Source: an optimization exercise on an open RTL-to-GDS flow (aim: small area, a short achievable clock period and few clock cycles per item). Production flows keep margins and buffers that such runs may drop. In this exercise RTL edits were held to simulation tests only and were not proved equivalent to the original.

## run 1
// cordic_final
module cordic_final (
    input  wire        clk,
    input  wire        rst_n,
    input  wire        start,
    input  wire [31:0] x_in,
    input  wire        func_select,
    output wire        busy,
    output reg         done,
    output wire [32:0] result
);
Settings: LEC_CHECK=0, CAP_MARGIN=20, CORE_MARGIN=2, CORE_UTILIZATION=40, SLEW_MARGIN=20; clock period 12.0 ns.
standard.sh (not shown) runs the stock make flow with config.mk's settings and CLKGATE_MAP_FILE= SYNTH_SCRIPT=/design/flow/synth_recipe.tcl, a recipe that flattens the netlist after the stock synthesis.
==> flow/flow/run.sh <==
#!/bin/bash
set -euo pipefail
bash standard.sh SETUP_SLACK_MARGIN=8.2 finish > standard_flow.log 2>&1
Run 1: done, clean on timing, DRC and antenna
Testbench counts of run 1, summed over its fixed seeds: cycles 2,176, items 2,048.
Relative to run 1, the following input files were edited for run 2:
==> flow/flow/run.sh <==
#!/bin/bash
set -euo pipefail
bash standard.sh SETUP_SLACK_MARGIN=7.8 finish > standard_flow.log 2>&1
[summary]
Looking at run 1 and run 2, the share of the core filled with cells in the final layout is a wash.
Comparing run 1 with run 2, the final cell count came out essentially unchanged.
Cmp run 1 and run 2 / non-clock buffer instance count of the final layout / lower: run 2
Per the comparison of run 2 with run 1, number of synthesized flops with an enable pin has remained practically unchanged; row count has remained practically unchanged.
## Diff of input files: run 3 against run 2
==> flow/flow/run.sh <==
#!/bin/bash
set -euo pipefail
bash standard.sh SETUP_SLACK_MARGIN=8.0 finish > standard_flow.log 2>&1
==> comparison <==
- There was hardly any difference in global routing usage on met2 between run 2 and run 3.
- Count of buffers not belonging to the clock network in the layout ended up 3.0% higher on run 3 than on run 2.
The inputs of run 4 differ from those of run 3 as listed below.
# run 3
export LEC_CHECK = 0
export CAP_MARGIN = 20
export CORE_MARGIN = 2
export CORE_UTILIZATION = 40
export SLEW_MARGIN = 20
create_clock -name core_clock -period 12.0 [get_ports {clk}]
# run 4
export LEC_CHECK = 0
export CAP_MARGIN = 20
export CORE_MARGIN = 2
export CORE_UTILIZATION = 70
export CTS_CLUSTER_DIAMETER = 80
export CTS_CLUSTER_SIZE = 28
export SLEW_MARGIN = 20
create_clock -name core_clock -period 12.0 [get_ports {clk}]
==> flow/flow/run.sh <==
#!/bin/bash
set -euo pipefail
bash standard.sh SETUP_SLACK_MARGIN=8.2 finish > standard_flow.log 2>&1
==> run summary <==
Row average via count per standard cell: run 4 higher / run 3 lower. Re number of non-clock buffers: run 4 and run 3 aren't equal, and the lower value belongs to run 3. Of run 4 and run 3, it is run 4 that has the higher met2 track demand over resource in global routing. Looking at minimum clock period, run 4 sits 0.15 ns below run 3. The setup slack of run 4 is larger than that of run 3.

========
== build 18 ==
Starting RTL as in the previous note.
Settings: LEC_CHECK=0, CAP_MARGIN=20, CORE_MARGIN=2, CORE_UTILIZATION=40, SLEW_MARGIN=20; clock period 12.0 ns.
==> flow/flow/run.sh <==
#!/bin/bash
set -euo pipefail
bash standard.sh SETUP_SLACK_MARGIN=8.35 finish > standard_flow.log 2>&1
Build 18: all stages complete, timing, DRC and antenna checks passed
Testbench counts of build 18, summed over its fixed seeds: cycles 2,176, items 2,048.
Here is what was changed in the inputs of build 67 compared with build 18.
==> flow/flow/run.sh <==
#!/bin/bash
set -euo pipefail
bash standard.sh SETUP_SLACK_MARGIN=8.2 finish > standard_flow.log 2>&1
--- a/flow/config.mk
+++ b/flow/config.mk
@@ -10,0 +11,2 @@
+export CTS_CLUSTER_DIAMETER = 80
+export CTS_CLUSTER_SIZE = 35
Slew at the pin closest to its max-slew limit: build 67 vs build 18 down 0.044 ns
Build 18 -> build 67: number of non-clock buffers in the layout decreased by more than 10%
Build 67 went all the way through synthesis, placement and routing and the layout is clean on timing, DRC and antenna.
Compared with build 18, in build 67 maximum frequency went down by about 1.4%; final area lost about 4%; worst slew slack as a fraction of its limit grew by 3.0 points.
Re number of multi-input combinational cells: no difference whatsoever between build 67 and build 18.
In the reports for build 67 and build 18, the larger cell count belongs to build 18.
Build 18 → build 67: core utilization saw a decrease; sequential share of layout area saw an increase.
#### Input delta (build 21 over build 67)
--- a/flow/config.mk
+++ b/flow/config.mk
@@ -12 +12 @@
-export CTS_CLUSTER_SIZE = 35
+export CTS_CLUSTER_SIZE = 28
Findings:
Between build 67 and build 21, the difference in wire length is negligible.
On average wire length per cell after detail routing, build 67 tracks build 21 almost exactly.
Number of gates resized after cts, build 21 vs build 67: down by more than 10%
Between build 67 and build 21, the difference in number of standard cells in the final layout excluding fillers is negligible.

========
Another version of the RTL of cordic_final (not shown whole).
For scale: ~770 flip-flops, roughly 71 I/O pins.
==> flow/config.mk <==
export PLATFORM = sky130hd
export DESIGN_NAME = cordic_final
export DESIGN_NICKNAME = cordic_final
export VERILOG_FILES = /design/flow/design.v
export SDC_FILE = /design/flow/constraint.sdc
export NUM_CORES = 4
export LEC_CHECK = 0
export CAP_MARGIN = 20
export CORE_MARGIN = 2
export CORE_UTILIZATION = 40
export CTS_BUF_LIST = sky130_fd_sc_hd__clkbuf_8 sky130_fd_sc_hd__clkbuf_16
export CTS_CLUSTER_DIAMETER = 80
export CTS_CLUSTER_SIZE = 22
export SLEW_MARGIN = 20
==> flow/constraint.sdc <==
create_clock -name core_clock -period 12.0 [get_ports {clk}]
set_input_delay 2.4000 -clock core_clock [delete_from_list [all_inputs] [get_ports {clk}]]
set_output_delay 2.4000 -clock core_clock [all_outputs]
set_load 0.01 [all_outputs]
==> flow/flow/run.sh <==
#!/bin/bash
set -euo pipefail
bash standard.sh SETUP_SLACK_MARGIN=8.65 finish > standard_flow.log 2>&1
The baseline went through all stages and came out clean.
Testbench counts at the start, summed over its fixed seeds: cycles 2,168, items 2,048.
Next try:
Settings changed: CTS_BUF_LIST sky130_fd_sc_hd__clkbuf_8 sky130_fd_sc_hd__clkbuf_16 to not set, CTS_CLUSTER_SIZE 22 to 28.
Outcome: The new run produced a clean layout; setup slack gets worse by 0.014 ns; global-route usage is about the same; routed wire length barely changes.
Next try:
Settings changed: CTS_BUF_LIST set to sky130_fd_sc_hd__clkbuf_8, CTS_CLUSTER_DIAMETER 80 to 60, CTS_CLUSTER_SIZE 28 to 14.
What happened: Sequential share of layout area shrinks by 0.14 points. Critical path depth stays the same. Count of clock-buffer cells in the layout grows by 40.

[static timing again, ports no longer ideal]
The results above use ideal ports. As a check the final layouts listed here were re-extracted and re-timed, cells and wires unchanged. Step 1 sets driving cells, clkbuf_16 on the clock port and buf_2 on the other inputs (assumed; they add their load-dependent delay and slew). Step 2 times the ports against the registers' clock, not the clock port: input delays grow and output delays shrink by t, the midpoint of the rising clock arrivals with the driver on. Slacks: ideal ports / drivers / drivers and shift; pairs: ideal ports / drivers.
run | t, ns | setup slack, ns | hold WS [ns] | clock arrival spread, ns | worst data-port slew with drivers (ns)
run 1 | 0.712 | 8.311 / 8.249 / 8.156 | 0.310 / 0.310 / 0.310 | 0.023 / 0.024 | 0.09
run 2 | 0.712 | 7.950 / 7.887 / 8.071 | 0.309 / 0.309 / 0.309 | 0.023 / 0.023 | 0.09
run 3 | 0.713 | 8.084 / 8.021 / 8.155 | 0.310 / 0.310 / 0.310 | 0.023 / 0.024 | 0.09
run 4 | 0.660 | 8.236 / 8.170 / 8.144 | 0.325 / 0.325 / 0.325 | 0.026 / 0.026 | 0.04
build 18 | 0.704 | 8.323 / 8.261 / 8.189 | 0.313 / 0.313 / 0.313 | 0.030 / 0.031 | 0.10
build 67 | 0.673 | 8.269 / 8.210 / 8.176 | 0.323 / 0.323 / 0.323 | 0.027 / 0.027 | 0.09
build 21 | 0.672 | 8.265 / 8.204 / 8.171 | 0.326 / 0.326 / 0.326 | 0.023 / 0.024 | 0.09
the first run of note 3 | 0.665 | 8.492 / 8.430 / 8.094 | 0.327 / 0.327 / 0.327 | 0.022 / 0.021 | 0.05
the second run of note 3 | 0.678 | 8.479 / 8.411 / 8.099 | 0.319 / 0.319 / 0.319 | 0.034 / 0.034 | 0.05
the third run of note 3 | 0.756 | 8.392 / 8.334 / 8.033 | 0.319 / 0.319 / 0.319 | 0.042 / 0.043 | 0.05
After both steps setup and hold are still met in every run listed. The setup slack of the first run of note 3, which loses most, moves by -0.062 ns with the drivers and by -0.398 ns with both steps.
